Source: an optimization exercise on an open RTL-to-GDS flow (aim: small area). Production flows keep margins and buffers that such runs may drop.
Function was checked by simulation only, so behaviour that the tests miss may differ from the original.
No activity file was given, so power comes from the tool's default toggle rates.

==> flow/design.v (outline; a module is shown in full before it is edited, if it fits) <==
// module mc6809i: 2240 lines
module mc6809i
#(
    parameter ILLEGAL_INSTRUCTIONS="GHOST"
)
(
    input   [7:0]  D,
    output  [7:0]  DOut,
    output  [15:0] ADDR,
    output  RnW,
    input   clk,
    output  BS,
    output  BA,
    input   nIRQ,
    input   nFIRQ,
    input   nNMI,
    output  AVMA,
    output  BUSY,
    output  LIC,
    input   nHALT,
    input   nRESET,
    input   nDMABREQ
);
  // ...
==> flow/flow/run.sh <==
#!/bin/bash
# The standard layout (standard.sh), with two changes:
#  - synthesis maps the logic with a stronger area-oriented ABC script
#    (flow/abc_area2.script); everything else in synthesis (yosys synth with
#    -nofsm -noshare, flattening, renaming, registers) is the standard flow's own script;
#  - clock tree synthesis uses clkbuf_16 and no dummy loads;
#  - the port buffers are buf_1 cells.
set -euo pipefail
W=$(pwd)
cat > "$W/my_synth.tcl" <<EOT
proc abc {args} {
  set i [lsearch \$args -script]
  if {\$i >= 0} { lset args [expr {\$i+1}] $W/flow/abc_area2.script }
  yosys abc {*}\$args
}
source $W/synth_recipe.tcl
EOT
sed "s|SYNTH_SCRIPT=[^ ]*|SYNTH_SCRIPT=$W/my_synth.tcl|" standard.sh > my_standard.sh
grep -q "SYNTH_SCRIPT=$W/my_synth.tcl" my_standard.sh
export CTS_ARGS="-sink_clustering_enable -repair_clock_nets -buf_list sky130_fd_sc_hd__clkbuf_16 -dont_use_dummy_load"
export BUFFER_PORTS_ARGS="-buffer_cell sky130_fd_sc_hd__buf_1"
bash my_standard.sh > flow_make.log 2>&1
==> flow/flow/abc_area2.script <==
strash
ifraig
dc2
drw
drf
dc2
&get -n
&deepsyn -T 60
&put
dc2
drw
&get -n
&deepsyn -T 60
&put
dch -f
amap
strash
dc2
drw
dch -f
amap
strash
dc2
dch -f
amap
topo
==> flow/standard.sh <==
#!/bin/bash
# synth_recipe.tcl (not shown) runs the flow's synth.tcl, then flattens the netlist and writes it again
# the make line also repeats each setting of config.mk as NAME=value (left out here)
make -C /OpenROAD-flow-scripts/flow DESIGN_CONFIG=/design/flow/config.mk WORK_HOME=/design/flow/orfs CLKGATE_MAP_FILE= SYNTH_SCRIPT=/design/flow/synth_recipe.tcl "${@:-finish}"
==> flow/config.mk <==
export PLATFORM = sky130hd
export DESIGN_NAME = mc6809i
export DESIGN_NICKNAME = mc6809i
export VERILOG_FILES = /design/flow/design.v
export SDC_FILE = /design/flow/constraint.sdc
export NUM_CORES = 4
export LEC_CHECK = 0
export ABC_AREA = 1
export CAP_MARGIN = 20
export CORE_MARGIN = 2
export CORE_UTILIZATION = 40
export GPL_TIMING_DRIVEN = 0
export PLACE_DENSITY = 0.55
export SLEW_MARGIN = 20
==> flow/constraint.sdc <==
create_clock -name core_clock -period 24.0 [get_ports {clk}]
set_input_delay 4.8000 -clock core_clock [delete_from_list [all_inputs] [get_ports {clk}]]
set_output_delay 4.8000 -clock core_clock [all_outputs]
set_load 0.01 [all_outputs]
==> metrics.csv, run 1 <==
metric,value,unit
status,finished clean,
arrival,22.48,ns
muxShareOfSynthArea,0,%
cts_tree,built,
rsz0062_at_grt,no,
largest_class,multi-input combinational cells,
placed_area,15700,sq um
nNonClkBuffers,73,
wl_met3,15150,um
fin_total_pwr,2.140,mW
met2_usage,63.21,%
wl_met2,34680,um
crit_buf_inv,8,
grt_antenna_before_repair,3,
slowest_stage,a2111oi_1,
met3_usage,18.03,%
seq_power,630,uW
slew_headroom,11.90,%
ctsHoldBuffers,0,
seq_area_frac_synth,33.30,%
synth_edf_count,150,
min_from,IRQSample2$_DFF_P_,
taps,461,
htree_levels,4,
met1_length,34220,um
mostFrequentLayoutCells,"nor2_1 (432), clkinv_1 (283), edfxtp_1 (150)",
grt_pass1_vias,16950,
maxCapViolations,0,
post_cts_buffers,0,
synth.top_cell.area_share,30.84,%
numCtsBuffers,17,
==> inputs of run 2 (changes only) <==
--- a/flow/design.v
+++ b/flow/design.v
@@ -31,17 +31,16 @@
 reg     [7:0]   dp;
 reg     [7:0]   cc;
 reg     [15:0]  ea;
 reg     [7:0]   Inst1;
 reg     [7:0]   Inst2;       
 reg             InstPage2;
 reg             InstPage3;
 reg     [5:0]   st;          
-reg     [2:0]   ity;         
 reg             fhi;         
 reg     rnRESET;
 reg     NMILatched;
 reg     NMISample2;
 reg     NMIMask;
 reg     IRQSample2;
 reg     IRQLatched;
 reg     FIRQSample2;
@@ -874,17 +873,17 @@
 reg         i2mask;
 reg  [7:0]  i2mask_v;
 reg         i1_we;
 reg         fl_we;
 reg  [3:0]  fl_v;
 reg         fhi_tog;
 reg  [5:0]  st_n;
 reg         i1_int;
-reg  [2:0]  ity_n;
+reg  [1:0]  i1_code;
 reg  [2:0]  pshbit;
 reg  [2:0]  pulbit;
 always @(*)
 begin
     casez (Inst2)
         8'b1???????: pshbit = 3'd7;
         8'b01??????: pshbit = 3'd6;
         8'b001?????: pshbit = 3'd5;
@@ -927,17 +926,19 @@
 wire [3:0] exD1 = D[7:4];
 wire [3:0] exD2 = D[3:0];
 wire       exDs = (exD1 == RC_S) ^ (exD2 == RC_S);
 wire [3:0] exDq = (exD1 == RC_S) ? exD2 : exD1;
 wire [3:0] exI1 = Inst2[7:4];
 wire [3:0] exI2 = Inst2[3:0];
 wire       exIs = (exI1 == RC_S) ^ (exI2 == RC_S);
 wire [3:0] exIq = (exI1 == RC_S) ? exI2 : exI1;
-wire ity_hw   = (ity == IV_NMI) | (ity == IV_IRQ) | (ity == IV_FIRQ);
+wire [2:0] ity = (Inst1[2:1] == 2'b00) ? IV_NMI : (Inst1[2:1] == 2'b01) ? IV_IRQ :
+                 (Inst1[2:1] == 2'b10) ? IV_FIRQ : (InstPage2 ? IV_SWI2 : IV_SWI);
+wire ity_hw   = (Inst1[2:1] != 2'b11);
 wire fu   = Inst1[1] & ~Inst1[3];                         
 wire flic = Inst1[3] & Inst1[0] & ity_hw;                 
 wire frti = Inst1[3];                                     
 always @(*)
 begin
     ao = AO_XI; vidx = 3'b111; vlo = 1'b1;
     xisel = XI_K; xd = XD_P1;
     rnw = 1'b1; dhi = 1'b0;
@@ -949,17 +950,17 @@
     pc_inc = 1'b0; s_xo = 1'b0; u_xo = 1'b0;
     ea_hi_we = 1'b0; ea_lo_we = 1'b0; ea_src = ES_R;
     fop = F_NONE; f_sub = 1'b0;
     set_e = 1'b0; clr_e = 1'b0; set_f = 1'b0; set_i = 1'b0;
     rst_regs = 1'b0; a_clr = 1'b0;
     i2op = I2_HOLD; i2mask = 1'b0; i2mask_v = Inst2;
     i1_we = 1'b0;
     fl_we = 1'b0; fl_v = 4'b0000; fhi_tog = 1'b0;
-    st_n = st; ity_n = ity; i1_int = 1'b0;
+    st_n = st; i1_code = 2'b11; i1_int = 1'b0;
     case (st)
     S_RESET:
     begin
         rst_regs = 1'b1;
         st_n = S_RESET0;
     end
     S_RESET0:
     begin
@@ -993,27 +994,27 @@
         else if (~HALTLatched)
         begin
             avma = 1'b0;
             bs = 1'b1; ba = 1'b1; lic = 1'b1;
             st_n = S_HALTED;
         end
         else if (~NMILatched)
         begin
-            ity_n = IV_NMI; i1_int = 1'b1;
+            i1_code = 2'b00; i1_int = 1'b1;
             st_n = S_INT_START;
         end
         else if (~FIRQLatched & ~cc[CC_F_BIT])
         begin
-            ity_n = IV_FIRQ; i1_int = 1'b1;
+            i1_code = 2'b10; i1_int = 1'b1;
             st_n = S_INT_START;
         end
         else if (~IRQLatched & ~cc[CC_I_BIT])
         begin
-            ity_n = IV_IRQ; i1_int = 1'b1;
+            i1_code = 2'b01; i1_int = 1'b1;
             st_n = S_INT_START;
         end
         else
         begin
             pc_inc = 1'b1;
             if ((MappedInstruction == 8'h10) | (MappedInstruction == 8'h11))
                 st_n = S_FETCH_I1V2;
             else
@@ -1097,17 +1098,16 @@
                 5'b1_1011:                           
                 begin
                     i2op = I2_FF;              
                     fl_we = 1'b1;
                     st_n = S_PUL;
                 end
                 5'b1_1111:                           
                 begin
-                    ity_n = InstPage2 ? IV_SWI2 : IV_SWI;
                     st_n = S_INT_START;
                 end
                 5'b1_1100:                           
                 begin
                     pc_inc = 1'b1;
                     rb = {1'b0, RC_CC}; aop = ALUOP_AND; rsel = RS_L;
                     wp = RC_CC; set_e = 1'b1;
                     st_n = S_CWAI;
@@ -1825,31 +1825,31 @@
         st_n = S_IRQ_DC;
     end
     S_CWAI_POST:
     begin
         avma = 1'b0;
         if (~NMILatched)
         begin
             avma = 1'b1;
-            ity_n = IV_NMI;
+            i1_we = 1'b1; i1_int = 1'b1; i1_code = 2'b00;
             set_f = 1'b1; set_i = 1'b1;
             st_n = S_VEC_HI;
         end
         else if (~FIRQLatched & ~cc[CC_F_BIT])
         begin
             avma = 1'b1;
-            ity_n = IV_FIRQ;
+            i1_we = 1'b1; i1_int = 1'b1; i1_code = 2'b10;
             set_f = 1'b1; set_i = 1'b1;
             st_n = S_VEC_HI;
         end
         else if (~IRQLatched & ~cc[CC_I_BIT])
         begin
             avma = 1'b1;
-            ity_n = IV_IRQ;
+            i1_we = 1'b1; i1_int = 1'b1; i1_code = 2'b01;
             set_i = 1'b1;
             st_n = S_VEC_HI;
         end
     end
     S_SYNC:
     begin
         ba = 1'b1; lic = 1'b1; avma = 1'b0;
         if (~(NMILatched & FIRQLatched & IRQLatched))
@@ -2157,17 +2157,16 @@
     FIRQLatched <= FIRQSample2;
     HALTSample2 <= nHALT;
     HALTLatched <= HALTSample2;
     DMABREQSample2 <= nDMABREQ;
     DMABREQLatched <= DMABREQSample2;
     if (rnRESET == 1)
     begin
         st <= st_n;
-        ity <= ity_n;
         if (s_change)
             NMIMask <= 1'b0;
         s <= s_d;
         cc <= cc_f;
         if (rst_regs | a_clr)
             a <= 8'h00;
         else if (wp_d & whi)
             a <= R[15:8];
@@ -2197,18 +2196,21 @@
         else if (pc_inc)
             pc <= XO;
         if (ea_hi_we)
             ea[15:8] <= (ea_src == ES_XO) ? XO[15:8] : (ea_src == ES_X16) ? X16[15:8] : R[15:8];
         if (ea_lo_we)
             ea[7:0]  <= (ea_src == ES_XO) ? XO[7:0]  : (ea_src == ES_X16) ? X16[7:0]  : R[7:0];
         if (i1_we)
         begin
-            Inst1 <= i1_int ? 8'h3F : MappedInstruction;      
-            if (st == S_FETCH_I1)
+            Inst1 <= i1_int ? {5'b00111, i1_code, 1'b1} : MappedInstruction;      
+            if (st == S_CWAI_POST)
+            begin
+            end
+            else if (st == S_FETCH_I1)
             begin
                 InstPage2 <= (MappedInstruction == 8'h10);
                 InstPage3 <= (MappedInstruction == 8'h11);
             end
             else
             begin
                 if ((MappedInstruction == 8'h10) & ~InstPage3)
                     InstPage2 <= 1'b1;
==> flow/flow/abc_area2.script (replaced) <==
strash
ifraig
dc2
drw
drf
dc2
&get -n
&deepsyn -T 80
&put
dc2
drw
&get -n
&deepsyn -T 80
&put
dc2
drf
&get -n
&deepsyn -T 80
&put
dch -f
amap
strash
dc2
drw
dch -f
amap
strash
dc2
dch -f
amap
topo
==> run 2 against run 1 <==
Effect of this change: via count is 0.16% higher; clock power is 2% lower; global-route usage is 0.84 points higher; routed wire length is 1.5% higher; final area is 0.29% lower; count of clock-buffer cells in the layout stayed put; worst hold slack worse by 0.013 ns; die area is 0.97% lower; total power is 27% higher; flip-flop and latch count is 3 lower; sequential share of layout area is 0.47 points lower; largest power group unchanged; critical path depth is 1 lower; still clean.
==> metrics.csv, run 2 <==
metric,value,unit,change
status,finished clean,,
min_period_over_period,92.23,%,
finalSetupTns,0,ns,
dr.pass1.iters,10,,
port_buffers,44,,
drtAntennaViolNets,0,,
cts_tree,built,,
slowest_stage,a221oi_1,,
grt_antenna_before_repair,2,,-1
ys_ff_latch,165,,
place_congestion,1.123,,
syn_inst,1952,,
ctsResizeCount,0,,
arrival,22.50,ns,+0.02 ns
synth_fp_nets,2005,,
cp-end-kind,register,,
post_cts_buffers,0,,unchanged
top_layer,met4,,
yosys-top-cells-area,"edfxtp_1 (31%), nor2_1 (11%), clkinv_1 (7.0%)",,
drc,0,,
seq_area_frac_synth,33.01,%,-0.29 points
synth_edf_count,147,,-2.0%
die_area,37690,sq um,
setup_viol,0,,
wl_met2,34480,um,-0.57%
crit_buf_inv,11,,+3
clockBufferDepth,2,,
synth_flop_cell,edfxtp_1,,
synth.distinct_cells,56,,
core,35570,sq um,
cp_common_cell,fa_1,,
fill_cells,3743,,
syn_avg_cell_area,7.409,sq um,
syn-cell-area,14460,sq um,
critical_path_class,reg -> reg,,
num_rows,69,,
yosysMostFrequentCell,nor2_1,,
wl,90400,um,
max_clock_freq,0.04518,GHz,
clock-sinks,165,,
ctsHoldBuffers,0,,unchanged
worstPathRequired,24.37,ns,
final_common_cell,nor2_1,,
rsz0062_at_grt,no,,
ioPinCount,45,,
dr_total_vias,18950,,
grt_pass1_vias,17300,,+2.1%
postLayoutCoreUtil,45.31,%,
power_density,168.3,nW/um^2,
cts_root_buf,clkbuf_16,,
async_flop_share,0,%,
worst_slew_pin_slew,1.250,ns,
synth_warnings,1,,
crit_family,adder cells,,
hold_path_class,reg -> reg,,
slowest_delay,1.03,ns,
met1_length,33880,um,-0.99%
drt-initial-drc-count,3929,,
grt_max_degree,24,,
peakVddDrop,0.00008451,V,
wl_per_cell,35.99,um,
via_per_inst,7.543,,
grt_pass1_wl,126000,um,
die_x,194.2,um,
slew_headroom,16.46,%,+4.6 points
wl_met3,15870,um,+4.8%
maxCapViolations,0,,unchanged
drive_gt1_share,4.585,%,
nets,2105,,
dp_hpwl,70650,um,
clk_latency,0.47,ns,
synthTopCellsByCount,"nor2_1 (421), clkinv_1 (271), nand2_1 (149), edfxtp_1 (147), a21oi_1 (127)",,
overflow,0,,
die_y,194.2,um,
numCtsBuffers,17,,unchanged
worst_setup_path_start_kind,register,,
drv_slew,0,,
p_leak,5.094,nW,
yosysTopAreaCell,edfxtp_1,,
synth.top_cell.area_share,30.52,%,-0.31 points
crit_fanout,16,,
initial_core_util,40.66,%,
clkSlewWorstSetupHoldPaths,0.06,ns,
finalClockSkew,0.03219,ns,
hold_viol_final,0,,
track_usage,46.51,%,
area_delta_synth_final,11.44,%,
htree_levels,4,,unchanged
mostFrequentLayoutCells,"nor2_1 (408), clkinv_1 (271), nand2_1 (149)",,
period_needed,22.13,ns,
[run 2: kinds of logic after synthesis]
family	synth area share [%]
and+or+nand+nor	24.25
buffers and inverters	7.034
DFF	33.01
adders and majority gates	4.118
AOI/OAI and AO/OA	31.59
[run 2: metrics by stage]
step	worst slack [ns]	instances	hold slack, ns	power (mW)	instance area, sq um
finish	1.865	2512	0.3164	2.713	16120
global route	2.052	2511	0.3210	2.765	16110
CTS	3.170	2509	0.3239	2.562	16080
detailed placement	2.764	2492	0.3143	2.325	15650
global placement	2.668	2457	0.3121	2.242	15200
floorplan	8.084	1952	0.3096	1.558	14460
[run 2: final timing paths]
check                                            start                 endpoint  slack [ns]  cells past startpoint
worst min-delay path                IRQSample2$_DFF_P_       IRQLatched$_DFF_P_        0.32                      0
worst min register to register      IRQSample2$_DFF_P_       IRQLatched$_DFF_P_        0.32                      0
worst max register to register  Inst1[3]$_SDFFCE_PP1P_  NMILatched$_SDFFE_PP1P_        1.87                     58
worst max-delay path            Inst1[3]$_SDFFCE_PP1P_  NMILatched$_SDFFE_PP1P_        1.87                     58
[run 2: layer usage]
metal	track usage, %	up-vias
li1	-	7644
met1	61.71	8914
met2	62.65	1942
met3	21.12	448
met4	24.47	0
met5	0	-
[run 2: report_power, final]
group / leakage (nW) / total, mW / switching, mW / internal, mW
sequential: 1.51 / 0.667 / 0.108 / 0.560
clock: 0.209 / 0.237 / 0.114 / 0.123
combinational: 3.38 / 1.81 / 1.33 / 0.475
[run 2: layout make-up]
class	instances	area, sq um	share of cell area (%)
antenna	1	2.502	0.01553
clock buffer	17	425.4	2.640
inverter	271	1017	6.312
multi-input combinational	1516	8862	54.99
sequential	165	4776	29.63
tap	461	576.8	3.579
timing repair buffer	81	456.7	2.834
[run 2: worst reg2reg max path, delay by kind of cell, from the launching register on]
kind / cells / cell delay [ns]
AOI/OAI and AO/OA: 16 / 5.66
adders and majority gates: 16 / 6.71
buffers and inverters: 11 / 3.18
and+or+nand+nor: 15 / 5.51
DFF: 1 / 0.99
==> inputs of run 3 (changes only) <==
==> flow/flow/abc_area2.script (replaced) <==
strash
ifraig
dc2
drw
drf
dc2
&get -n
&deepsyn -T 150
&put
dc2
drw
&get -n
&deepsyn -T 150
&put
dc2
drf
&get -n
&deepsyn -T 150
&put
dch -f
amap
strash
dc2
drw
dch -f
amap
strash
dc2
dch -f
amap
topo
==> run 3 against run 2 <==
Effect of this change: final area is 0.21% lower; critical path type is now in -> reg; utilization down 0.095 points; flip-flop and latch count unchanged; setup slack better by 1.7 ns; synthesized cell count grew 1.0%; highest routed layer unchanged; non-clock buffer count down 2; clock power is essentially flat; register-to-register slack improved by 1.7 ns; synthesized area decreased by 0.34%; largest power group unchanged; global-route usage grew 0.22 points.
==> metrics.csv, run 3 <==
metric,value,unit,change
async_flop_share,0,%,unchanged
cts_tree,built,,
crit_fanout,11,,-5
synth.distinct_cells,53,,-5.4%
cp-end-kind,register,,
min_period_over_period,85.30,%,-6.9 points
initial_core_util,40.52,%,-0.14 points
grt_pass1_wl,126100,um,+0.12%
drtAntennaViolNets,0,,unchanged
area_delta_synth_final,11.58,%,
numCtsBuffers,17,,unchanged
drt-initial-drc-count,3802,,-3.2%
yosysMostFrequentCell,nor2_1,,
grt_antenna_before_repair,2,,unchanged
slowest_stage,a2111oi_0,,
crit_buf_inv,6,,-5
startpoint,D[7],,
rr_endpoint,NMILatched$_SDFFE_PP1P_,,
grt_max_degree,22,,-8.3%
dp_hpwl,71050,um,+0.57%
worst_slew_pin_slew,1.354,ns,+0.1044 ns
overflow,0,,unchanged
die_x,193.8,um,-0.17%
setup_viol,0,,unchanged
track_usage,46.73,%,+0.22 points
num_rows,69,,unchanged
sequentialPowerShare,24.9,%,+0.3 points
pwr-share-comb,65.9,%,-0.8 points
cts_root_buf,clkbuf_16,,
die_area,37570,sq um,-0.33%
p_leak,5.126,nW,+0.64%
final_common_cell,nor2_1,,
hold_viol_final,0,,unchanged
ctsResizeCount,0,,unchanged
htree_levels,4,,unchanged
via_per_inst,7.415,,-1.7%
place_congestion,1.088,,-3.1%
nets,2123,,+0.86%
crit_cells,38,,-34%
syn_inst,1972,,+1.0%
yosys-top-cells-area,"edfxtp_1 (31%), nor2_1 (12%), clkinv_1 (7.1%)",,
mostFrequentLayoutCells,"nor2_1 (442), clkinv_1 (273), nand2_1 (155)",,
rsz0062_at_grt,no,,
ys_ff_latch,165,,unchanged
port_buffers,44,,unchanged
dr_total_vias,18780,,-0.91%
clk_latency,0.46,ns,about the same
post_cts_buffers,0,,unchanged
core,35570,sq um,unchanged
synth_edf_count,147,,unchanged
syn_avg_cell_area,7.309,sq um,-1.3%
swShare,56.97,%,-0.38 points
synth_warnings,1,,unchanged
ioPinCount,45,,unchanged
die_y,193.8,um,-0.17%
finalSetupTns,0,ns,unchanged
worstPathRequired,24.37,ns,about the same
reg2reg_depth,53,,-8.6%
synth.top_cell.area_share,30.63,%,+0.10 points
arrival,20.84,ns,-1.66 ns
max_clock_freq,0.04885,GHz,+8.1%
power.internal,1.117,mW,-3.5%
r2r_setup_slack,3.56,ns,+1.69 ns
clkSlewWorstSetupHoldPaths,0.06,ns,about the same
synth_fp_nets,2025,,+1.0%
slew_headroom,7.370,%,-9.1 points
period_needed,20.47,ns,-1.663 ns
pwr-share-clk,9.2,%,+0.5 points
dr.pass1.iters,10,,unchanged
crit-reg2reg-launch,Inst1[3]$_SDFFCE_PP1P_,,
synth_flop_cell,edfxtp_1,,
switchingPower,1.478,mW,-5.0%
postLayoutCoreUtil,45.22,%,-0.095 points
cp_common_cell,fa_1,,
hold_path_class,reg -> reg,,
syn-cell-area,14410,sq um,-0.34%
power_density,161.4,nW/um^2,-4.2%
maxCapViolations,0,,unchanged
cp-endpoint,NMILatched$_SDFFE_PP1P_,,
crit_family,adder cells,,
seq_area_frac_synth,33.13,%,+0.11 points
finalClockSkew,0.01852,ns,-0.01367 ns
drv_slew,0,,unchanged
clock-sinks,165,,unchanged
grt_pass1_vias,17140,,-0.94%
critical_path_class,in -> reg,,
clockBufferDepth,2,,unchanged
slowest_delay,1.13,ns,+0.10 ns
synthTopCellsByCount,"nor2_1 (447), clkinv_1 (273), nand2_1 (155), edfxtp_1 (147), o21ai_0 (146)",,
wl_per_cell,35.52,um,-1.3%
drc,0,,unchanged
ctsHoldBuffers,0,,unchanged
worst_setup_path_start_kind,primary input,,
drive_gt1_share,4.110,%,-0.48 points
peakVddDrop,0.00009625,V,+14%
status,finished clean,,
yosysTopAreaCell,edfxtp_1,,
wl,89940,um,-0.51%
[run 3: layout make-up]
type                    instances  area [sq um]
fillers                      3719         19490
multi-input cells            1534          8797
flip-flops and latches        165          4776
inverters                     273          1025
well taps                     461         576.8
repair buffers                 79         475.5
clock buffers                  17         425.4
diodes                          3         7.507
[run 3: power groups by stage]
stage               clock network, mW  registers, mW  logic [mW]
floorplan                           0          0.597       0.891
detailed placement                  0          0.642        1.57
CTS                             0.234          0.637        1.58
global placement                    0          0.643        1.48
global route                    0.245          0.651        1.75
finish                          0.238          0.646        1.71
[run 3: worst min path at each step]
stage	depth (start not counted)	to	start	slack, ns
after floorplan	0	FIRQLatched$_DFF_P_	FIRQSample2$_DFF_P_	0.31
after global placement	0	IRQLatched$_DFF_P_	IRQSample2$_DFF_P_	0.31
after detailed placement	0	IRQLatched$_DFF_P_	IRQSample2$_DFF_P_	0.31
after CTS	0	IRQLatched$_DFF_P_	IRQSample2$_DFF_P_	0.33
after global routing	0	IRQLatched$_DFF_P_	IRQSample2$_DFF_P_	0.33
final	0	IRQLatched$_DFF_P_	IRQSample2$_DFF_P_	0.33
[run 3: per-stage QoR]
step | instances | total power [mW] | setup slack, ns | area [sq um] | hold WS, ns
2_1_floorplan | 1972 | 1.488 | 8.241 | 14410 | 0.3096
3_3_place_gp | 2477 | 2.121 | 2.878 | 15160 | 0.3117
3_5_place_dp | 2510 | 2.213 | 4.021 | 15620 | 0.3121
4_1_cts | 2527 | 2.448 | 4.459 | 16040 | 0.3269
5_1_grt | 2529 | 2.645 | 3.412 | 16080 | 0.3321
6_report | 2532 | 2.595 | 3.528 | 16080 | 0.3258
[run 3: kinds of logic (layout without fill, tap and decap cells)]
| logic type | count (synthesis) | after routing | share of synthesized area [%] |
|---|---|---|---|
| AND/OR/NAND/NOR | 822 | 822 | 24.36 |
| AO/OA/AOI/OAI | 674 | 674 | 31.28 |
| buffers and inverters | 273 | 369 | 7.109 |
| flip-flops | 165 | 165 | 33.13 |
| adder cells (fa/ha/maj) | 38 | 38 | 4.132 |
| other | 0 | 3 | 0 |
[run 3: routing by layer]
metal / global-route usage, % / up-vias / share of wire [%]
met4: 23.46 / 0 / 6.5
met5: 0.3831 / - / 0
li1: - / 7632 / -
met2: 62.38 / 1920 / 38
met1: 64.12 / 8833 / 38
met3: 19.38 / 390 / 17
==> inputs of run 4 (changes only) <==
--- a/flow/flow/run.sh
+++ b/flow/flow/run.sh
@@ -5,4 +5,3 @@
 #    -nofsm -noshare, flattening, renaming, registers) is the standard flow's own script;
-#  - clock tree synthesis uses clkbuf_16 and no dummy loads;
-#  - the port buffers are buf_1 cells.
+#  - clock tree synthesis uses clkbuf_16 and no dummy loads.
 set -euo pipefail
@@ -20,3 +19,2 @@
 export CTS_ARGS="-sink_clustering_enable -repair_clock_nets -buf_list sky130_fd_sc_hd__clkbuf_16 -dont_use_dummy_load"
-export BUFFER_PORTS_ARGS="-buffer_cell sky130_fd_sc_hd__buf_1"
 bash my_standard.sh > flow_make.log 2>&1
==> flow/flow/abc_area2.script (replaced) <==
strash
ifraig
dc2
drw
drf
dc2
&get -n
&deepsyn -T 80
&put
dc2
drw
&get -n
&deepsyn -T 80
&put
dc2
drf
&get -n
&deepsyn -T 80
&put
dch -f
amap
strash
dc2
drw
dch -f
amap
strash
dc2
dch -f
amap
topo
==> run 4 against run 3 <==
Effect of this change: utilization up 0.98 points; via count up 3.0%; final area up 2.2%; sequential power up 3.7%; clock power about the same; setup slack worse by 1.3 ns; combinational power up 9%; register-to-register slack worse by 0.97 ns; routed wire length up 1.4%; synthesized cell count down 1.0%; largest power group unchanged.
==> metrics.csv, run 4 <==
metric,value,unit,change
status,finished clean,,
period_needed,21.79,ns,+1.313 ns
worst_setup_path_start_kind,primary input,,
synth_fp_nets,2005,,-0.99%
synth_flop_cell,edfxtp_1,,
initial_core_util,40.66,%,+0.14 points
crit_fanout,16,,+5
core,35570,sq um,unchanged
p_leak,5.231,nW,+2.1%
seq_area_frac_synth,33.01,%,-0.11 points
placed_area,15960,sq um,+2.2%
pwr-share-clk,8.6,%,-0.6 points
dr_total_vias,19350,,+3.0%
htree_levels,4,,unchanged
grt_max_degree,24,,+9.1%
cts_tree,built,,
cp-end-kind,register,,
finalSetupTns,0,ns,unchanged
finalClockSkew,0.02600,ns,+0.007483 ns
drive_gt1_share,4.725,%,+0.61 points
setup_viol,0,,unchanged
ctsHoldBuffers,0,,unchanged
num_rows,69,,unchanged
overflow,0,,unchanged
slew_headroom,19.86,%,+12 points
hold_viol_final,0,,unchanged
synth.top_cell.area_share,30.52,%,-0.10 points
switchingPower,1.576,mW,+6.6%
clk_latency,0.47,ns,about the same
synth.distinct_cells,56,,+5.7%
crit_buf_inv,5,,-1
cts_root_buf,clkbuf_16,,
slowest_delay,0.99,ns,-0.14 ns
ioPinCount,45,,unchanged
drtAntennaViolNets,0,,unchanged
syn_inst,1952,,-1.0%
async_flop_share,0,%,unchanged
yosysMostFrequentCell,nor2_1,,
power_density,169.2,nW/um^2,+4.8%
grt_antenna_before_repair,4,,+2
post_cts_buffers,0,,unchanged
port_buffers,44,,unchanged
numCtsBuffers,17,,unchanged
syn-cell-area,14460,sq um,+0.34%
met3_usage,20.42,%,+1.0 points
synth_warnings,1,,unchanged
final_area,16430,sq um,+2.2%
yosys-top-cells-area,"edfxtp_1 (31%), nor2_1 (11%), clkinv_1 (7.0%)",,
final_common_cell,nor2_1,,
hold_path_class,reg -> reg,,
met2_usage,63.23,%,+0.85 points
arrival,22.16,ns,+1.32 ns
ctsResizeCount,0,,unchanged
postLayoutCoreUtil,46.20,%,+0.98 points
yosysTopAreaCell,edfxtp_1,,
dp_hpwl,70960,um,-0.13%
max_clock_freq,0.04590,GHz,-6.0%
cp_common_cell,fa_1,,
place_congestion,1.127,,+3.6%
critical_path_class,in -> reg,,
clockBufferDepth,2,,unchanged
drc,0,,unchanged
holdWs,0.3260,ns,+0.0001350 ns
synthTopCellsByCount,"nor2_1 (421), clkinv_1 (271), nand2_1 (149), edfxtp_1 (147), a21oi_1 (127)",,
die_area,37690,sq um,+0.34%
die_y,194.2,um,+0.17%
maxCapViolations,0,,unchanged
syn_avg_cell_area,7.409,sq um,+1.4%
sequentialPowerShare,24.1,%,-0.8 points
power.internal,1.204,mW,+7.8%
worstPathRequired,24.37,ns,about the same
mostFrequentLayoutCells,"nor2_1 (411), clkinv_1 (271), nand2_1 (149)",,
die_x,194.2,um,+0.17%
placed_cells,2495,,-0.60%
wl,91160,um,+1.4%
setup_ws,2.215,ns,-1.313 ns
swShare,56.69,%,-0.29 points
nets,2108,,-0.71%
clock-sinks,165,,unchanged
worst_slew_pin_slew,1.198,ns,-0.1567 ns
slowest_stage,a2111oi_1,,
clkSlewWorstSetupHoldPaths,0.06,ns,about the same
use_met1,62.14,%,-2.0 points
min_period_over_period,90.77,%,+5.5 points
ys_ff_latch,165,,unchanged
area_delta_synth_final,13.62,%,
top_usage_layer,met2,,
dr.pass1.iters,10,,unchanged
drv_slew,0,,unchanged
track_usage,46.68,%,about the same
synth_edf_count,147,,unchanged
crit_family,adder cells,,
rsz0062_at_grt,no,,
wl_per_cell,36.20,um,+1.9%
via_per_inst,7.683,,+3.6%
pwr-share-comb,67.3,%,+1.4 points
peakVddDrop,0.0001103,V,+15%
drt-initial-drc-count,4199,,+10%
grt_pass1_vias,17660,,+3.1%
fin_total_pwr,2.780,mW,+7.1%
grt_pass1_wl,127200,um,+0.82%
layoutNonFillerInstCount,2518,,-0.55%
dp_slack,2.562,ns,-1.459 ns
[run 4: worst paths after layout]
path,depth (start not counted),end,from,slack [ns]
max,47,NMILatched$_SDFFE_PP1P_,D[6],2.21
max reg2reg,61,NMILatched$_SDFFE_PP1P_,Inst1[3]$_SDFFCE_PP1P_,2.59
min,0,IRQLatched$_DFF_P_,IRQSample2$_DFF_P_,0.33
min reg2reg,0,IRQLatched$_DFF_P_,IRQSample2$_DFF_P_,0.33
[run 4: final cells by class]
| class | count | area (sq um) |
|---|---|---|
| fill | 3631 | 19140 |
| multi-input combinational | 1516 | 8872 |
| sequential | 165 | 4776 |
| inverter | 271 | 1017 |
| timing repair buffer | 84 | 754.5 |
| tap | 461 | 576.8 |
| clock buffer | 17 | 425.4 |
| antenna | 4 | 10.01 |
[run 4: routing by layer]
layer,wire length (um),part of all wire [%]
met5,43,0.047
met4,6212,6.8
met3,16320,18
met1,33650,37
met2,34940,38
[run 4: power by group through the flow]
stage | clock (mW) | sequential, mW | combinational, mW
finish | 0.240 | 0.670 | 1.87
global route | 0.244 | 0.672 | 1.89
CTS | 0.234 | 0.658 | 1.71
detailed placement | 0 | 0.663 | 1.71
global placement | 0 | 0.662 | 1.60
floorplan | 0 | 0.608 | 0.950
[run 4: logic make-up after synthesis]
logic type | synth area share (%)
and+or+nand+nor | 24.25
AOI/OAI and AO/OA | 31.59
buffers and inverters | 7.034
DFF | 33.01
adders and majority gates | 4.118
[run 4: worst register-to-register path: cells and delay by family, from the launching register on]
kind                       cells  cell delay, ns
DFF                            1            0.98
buffers and inverters         11            3.62
adders and majority gates     16            6.85
AOI/OAI and AO/OA             19            5.20
and+or+nand+nor               15            4.66

static timing again, ports no longer ideal:
How much do the figures lean on ideal ports? The routed layouts below were timed once more, with nothing changed but the port constraints.
Step 1: set_driving_cell puts a clkbuf_16 on clk and a buf_2 on each other input, an assumption about the parent block.
Step 2, shift: input delay + t, output delay - t, t = (earliest + latest rising clock arrival at the registers) / 2. This alone moves slack from input paths to output paths.
Slacks: ideal ports / drivers / drivers and shift; pairs: ideal ports / drivers.
run | t (ns) | setup slack, ns | worst slew at a driven data input, ns | cell pins on the clock port's net
run 1 | 0.524 | 1.893 / 1.893 / 1.893 | 0.03 | 1
run 2 | 0.509 | 1.865 / 1.865 / 1.672 | 0.05 | 1
run 3 | 0.500 | 3.528 / 3.551 / 3.051 | 0.05 | 1
run 4 | 0.513 | 2.215 / 2.250 / 1.737 | 0.04 | 1
After both steps every run listed still meets setup and hold. The setup slack of run 4, which loses most, moves by +0.035 ns with the drivers and by -0.478 ns with both steps.
